This is an optimization exercise on Yosys and OpenROAD, whose aim is small area, a short achievable clock period and few clock cycles, not a production implementation.
Function was not checked in any run shown here: the RTL went through the layout flow alone.

==> flow/design.v, too long to show whole: its modules and the start of the top module <==
// module MandelbrotGen: 3803 lines
// module mfa: 4 lines
// module mha: 4 lines
// module mnor2: 3 lines
// module mnand2: 3 lines
module MandelbrotGen(
		input Clk_100M,           
		input  [4:0]BTNS,         
		input  SW0,               
		input  SW15,              
		output reg [18:0] addrA,  
		output reg [11:0] dinA,   
		output reg wea            
    );
  // ...
==> flow/flow/run.sh <==
#!/bin/bash
# Layout flow: the standard synthesis (standard.sh synth), then the
# standard ORFS layout steps (standard.sh's make command) with these changes:
#  - the resizer's timing repair aims for a larger setup slack margin, so that
#    it shortens the critical paths below the clock period;
#  - extra ORFS variables given in EXTRA below.
# Each tool's output goes to a log file in this folder.
set -euo pipefail
MARGIN=7.5
EXTRA='BUFFER_PORTS_ARGS="-buffer_cell sky130_fd_sc_hd__buf_2"'
bash standard.sh synth > synth.log 2>&1
sed -e "s/SETUP_SLACK_MARGIN=[0-9.]*/SETUP_SLACK_MARGIN=$MARGIN/" \
    -e "s|\"\${@:-finish}\"|$EXTRA \"\${@:-finish}\"|" standard.sh > layout.sh
bash layout.sh > layout.log 2>&1
==> flow/standard.sh <==
#!/bin/bash
# synth_recipe.tcl (not shown) runs the flow's synth.tcl, then flattens the netlist and writes it again
# the make line also repeats each setting of config.mk as NAME=value (left out here)
make -C /OpenROAD-flow-scripts/flow DESIGN_CONFIG=/design/flow/config.mk WORK_HOME=/design/flow/orfs CLKGATE_MAP_FILE= SYNTH_SCRIPT=/design/flow/synth_recipe.tcl "${@:-finish}"
==> flow/config.mk <==
export PLATFORM = sky130hd
export DESIGN_NAME = MandelbrotGen
export DESIGN_NICKNAME = MandelbrotGen
export VERILOG_FILES = /design/flow/design.v
export SDC_FILE = /design/flow/constraint.sdc
export NUM_CORES = 8
export LEC_CHECK = 0
export ABC_AREA = 1
export CAP_MARGIN = 70
export CORE_MARGIN = 2
export CORE_UTILIZATION = 40
export CTS_BUF_LIST = sky130_fd_sc_hd__clkbuf_8
export CTS_CLUSTER_DIAMETER = 100
export CTS_CLUSTER_SIZE = 10
export SETUP_SLACK_MARGIN = 5
export SLEW_MARGIN = 70
export SYNTH_HIERARCHICAL = 1
export SYNTH_MINIMUM_KEEP_SIZE = 0
export TNS_END_PERCENT = 0
==> flow/constraint.sdc <==
create_clock -name core_clock -period 11.0 [get_ports {Clk_100M}]
set_input_delay 2.2000 -clock core_clock [delete_from_list [all_inputs] [get_ports {Clk_100M}]]
set_output_delay 2.2000 -clock core_clock [all_outputs]
set_load 0.01 [all_outputs]
==> metrics.md, run 1 <==
| Metric | Value |
|---|---|
| Status | no timing/DRC/antenna violations |
| PortBufs | 36 |
| Bufs and invs on worst path | 2 |
| CTS tree | done |
| Endpoint class of the critical path | flip-flop |
| Area Growth Syn to Fin | 14.7% |
| Seq area share | between 20% and 30% |
| Area after DPL | about 0.06 mm² |
| Multi-input combinational cell area | 0.0398 mm² |
| Setup WS post-layout | roughly 7.3 ns |
| Syn Inst Count | around 6000 |
| Hold path start | ci1b[4]$_DFF_P_ |
| Buffer count from post-CTS setup fixing | approximately 150 |
| Max clock buf depth | 3 |
| Drt pass-1 iters | 6 |
| Most frequent cells in the layout | nand2_1, nor2_1, fa_1, dfxtp_1, inv_1 |
| Final instance area | between 0.06 and 0.07 mm² |
| Die area | roughly 0.14 mm² |
| Multi-In Gates | 4685 |
| Post-synth EDFFs | 90 |
| MaxCap Viol Count | 0 |
| Largest family of logic cells by synthesized area | adder cells |
| Synth Flop Type | dfxtp_1 |
| Reg-to-reg critical path endpoint | cutb_q[97]$_DFF_P_ |
| DR WL/cell | roughly 21 µm |
| Initial antenna violation count | 6 |
==> run 2, diff against run 1 <==
--- a/flow/config.mk
+++ b/flow/config.mk
@@ -11,5 +11,2 @@
 export CORE_UTILIZATION = 40
-export CTS_BUF_LIST = sky130_fd_sc_hd__clkbuf_8
-export CTS_CLUSTER_DIAMETER = 100
-export CTS_CLUSTER_SIZE = 10
 export SETUP_SLACK_MARGIN = 5
==> run 2 against run 1 <==
Global-route usage rose by 0.12 points. Die area did not move. Still clean on timing, DRC and antenna. Sequential share of layout area fell by 0.62 points. Critical endpoint is now cuta_q[95]$_DFF_P_. Critical path type unchanged. Cell count rose by 0.57%. Register-to-register slack barely moved. Routed wire length rose by 0.44%.
==> metrics.md, run 2 <==
| Metric | Value |
|---|---|
| Status | no timing/DRC/antenna violations (unchanged) |
| Mean Syn Cell Area | 9.24 µm² (unchanged) |
| Synth Cell Area | 0.0557 mm² (unchanged) |
| Dominant cells by area after synthesis | fa_1, dfxtp_1, ha_1 (unchanged) |
| Global-route wire length before repair | 266000 µm (was 265000 µm) |
| Pre-CTS setup slack | 6.60 ns (unchanged) |
| Kind of critical path | flip-flop to flip-flop (unchanged) |
| Slowest CP cell | fa_2 (was fa_1) |
| Endpoint class of the critical path | flip-flop (unchanged) |
| Hold Crit Class | flip-flop to flip-flop (unchanged) |
| Most common cell after layout, fill and taps aside | nand2_1 (unchanged) |
| Hold Slack | 0.316 ns (about the same) |
| Total CTS buffers | 84 (was 80) |
| Fin cells | 8124 (was 8078) |
| Max clock buf depth | 3 (unchanged) |
| Post-detail-place hpwl | 118000 µm (unchanged) |
| F_max | 270 MHz (was 271 MHz) |
| Drt pass-1 iters | 6 (unchanged) |
| MaxCap Viol Count | 0 (unchanged) |
| Post-synth EDFFs | 90 (unchanged) |
| Worst endpoint required time | 11.57 ns (was 11.65 ns) |
| Crit path DAT | 4.28 ns (was 4.35 ns) |
| Setup WS post-layout | 7.30 ns (was 7.31 ns) |
| Final period util | 33.7% (was 33.6%) |
| Post-route core utilization | 47.5% (was 46.3%) |
| CTS Sinks | 680 (unchanged) |
| Num rows | 136 (unchanged) |
| Root Driver | clkbuf_16 (was clkbuf_8) |
| Reg clk slew, reported paths | 0.06 ns (was 0.08 ns) |
| Via density | 5.50 (was 5.52) |
| Core area | 0.138 mm² (unchanged) |
| Largest net degree at the start of global routing | 64 (unchanged) |
| CTS tree | done (unchanged) |
| Crit-path max cell delay | 0.56 ns (was 0.53 ns) |
| Yosys top cell by area | fa_1 (unchanged) |
| Final #Nets | 7392 (was 7383) |
| Slew Limit Fails | 0 (unchanged) |
| Biggest regs | cuta_q: 133 flops, cutb_q: 133 flops, addrA: 19 flops (unchanged) |
| IO Pins | 40 (unchanged) |
| Setup tns final | 0 ns (unchanged) |
| Final instance area | 0.0655 mm² (was 0.0638 mm²) |
| Cts hold-fix bufs | 0 (unchanged) |
| Initial antenna violation count | 4 (was 6) |
| Area after DPL | 0.0589 mm² (unchanged) |
| Ratio of cells with drive above 1 in the final layout | 15.1% (was 14.4%) |
| Asr flop ratio synth | 0% (unchanged) |
| CP Cell Sequence | buf_12, clkinvlp_4, o21ai_4, buf_6, buf_6, o22ai_1, xor2_1, fa_1, fa_2, fa_2, fa_1, ha_1 (was clkinvlp_4, o21ai_4, buf_6, o22ai_2, xor2_1, fa_2, fa_1, fa_2, fa_1, fa_1) |
| Unrepaired setup endpoints after global routing | true (unchanged) |
| Setup Viol. Count Final | 0 (unchanged) |
| Worst Skew | 0.0290 ns (was 0.0543 ns) |
| GRT Overall Usage | 24.0% (was 23.9%) |
| Synth top cells by count | nand2_1, nor2_1, fa_1 (unchanged) |
| Synth Flop Type | dfxtp_1 (unchanged) |
| WL final | 170000 µm (was 169000 µm) |
| Height of the chip | 377 µm (unchanged) |
| Syn Inst Count | 6023 (unchanged) |
| PortBufs | 36 (unchanged) |
| Starting Density | 40.4% (unchanged) |
| Grt ovf | 0 (unchanged) |
| Most frequent cell after synthesis | nand2_1 (unchanged) |
| H-tree lvl count | 3 (unchanged) |
| Area Growth Syn to Fin | 17.7% (was 14.7%) |
| Inst Count DP | 7767 (unchanged) |
| Initial DRC count | 4177 (was 4253) |
| Seq/Total Area, Yosys | 26.1% (unchanged) |
| Final min period | 3.70 ns (was 3.69 ns) |
| Fin. Hold Viols | 0 (unchanged) |
| Synth top area share | 30.0% (unchanged) |
| DIE WIDTH | 377 µm (unchanged) |
| ANT nets after route | 0 (unchanged) |
| Most frequent cells in the layout | nand2_1, nor2_1, fa_1, dfxtp_1, inv_1 (unchanged) |
| Number of synthesized register bits | 680 (unchanged) |
| Final GP Congestion | 0.924 (unchanged) |
| Crit start category | flip-flop (unchanged) |
| Die area | 0.142 mm² (unchanged) |
| Vias | 44704 (was 44560) |
| Synth warn | 7 (unchanged) |
| Critical-path maximum fanout | 11 (was 6) |
| DR WL/cell | 20.9 µm (about the same) |
| Vias in the first global route | 46041 (was 45683) |
| Worst skew pair latency | 0.71 ns (was 0.80 ns) |
| # DRC | 0 (unchanged) |
| Post-synth cell types | 71 (unchanged) |
-- run 2: final timing paths --
path,start,to,slack (ns),cells after the start
setup / recovery,zi1a[9]$_DFF_P_,cuta_q[95]$_DFF_P_,7.30,12
hold / removal,ci1b[4]$_DFF_P_,ci2b[4]$_DFF_P_,0.32,0
setup reg to reg,zi1a[9]$_DFF_P_,cuta_q[95]$_DFF_P_,7.30,12
hold reg to reg,ci1b[4]$_DFF_P_,ci2b[4]$_DFF_P_,0.32,0
-- run 2: layout make-up --
cell class,count,area [µm²]
fillers,12826,72300
multi-input cells,4685,39900
flip-flops and latches,680,14700
repair buffers,323,3620
clock buffers,109,2370
well taps,1794,2240
inverters,474,2070
clock inverters,45,557
repair inverters,13,103
diodes,1,2.50
-- run 2: repair_timing --
action,4_1_cts,5_1_grt
pin swaps,94,55
setup buffers,149,20
resized for setup,354,91
cloned,29,0
endpoints found under the setup margin,263,209
-- run 2: kinds of logic (layout without fill, tap and decap cells) --
kind of cell,after synthesis,count (layout),synth area share (%)
adder cells (fa/ha/maj),1123,1123,36.5
flip-flops,680,680,26.1
AND/OR/NAND/NOR,2159,2159,15.9
other,2,22,0.0135
multiplexers,4,4,0.0719
XOR/XNOR,411,411,6.48
buffers and inverters,677,964,4.73
AO/OA/AOI/OAI,967,967,10.2
-- run 2: routing by layer --
metal | global-route usage, % | vias up | share of wire, %
met1 | 32.2 | 22025 | 42
met5 | 0 | - | 0.0077
met3 | 5.35 | 373 | 9.3
li1 | - | 20237 | -
met2 | 38.1 | 2067 | 46
met4 | 8.82 | 2 | 3.5
-- run 2: Yosys stat by module (local to each module, per instance) --
module         flops+latches  copies in the design
MandelbrotGen            680                     1
mnor2                      0                   596
mnand2                     0                    56
mfa                        0                   828
mha                        0                   100
-- run 2: critical path: cells and delay by family, from the launching register on --
kind                       cells  cell delay [ns]
buffers and inverters          4             0.65
xor gates and xnor gates       1             0.17
AOI/OAI and AO/OA              2             0.23
DFF                            1             0.36
adders and majority gates      5             2.18

-- what the ideal ports hide --
Ports are ideal in the flow. The routed layouts listed here were re-timed in OpenROAD. Step 1 sets driving cells, clkbuf_16 on the clock port and buf_2 on the other inputs (assumed; they add their load-dependent delay and slew). Step 2, shift: input delay + t, output delay - t, t = (earliest + latest rising clock arrival at the registers) / 2. This alone moves slack from input paths to output paths. Three values: ideal, step 1, step 2; two values: the first two.
| run | shift t [ns] | setup WS [ns] | hold WS [ns] | worst slew at a driven data input, ns | cell pins on the clock port's net |
|---|---|---|---|---|---|
| run 1 | 0.842 | 7.306 / 7.306 / 7.306 | 0.316 / 0.316 / 0.316 | 0.03 | 1 |
| run 2 | 0.763 | 7.297 / 7.297 / 7.297 | 0.316 / 0.316 / 0.316 | 0.03 | 1 |
After both steps setup and hold are still met in every run listed.
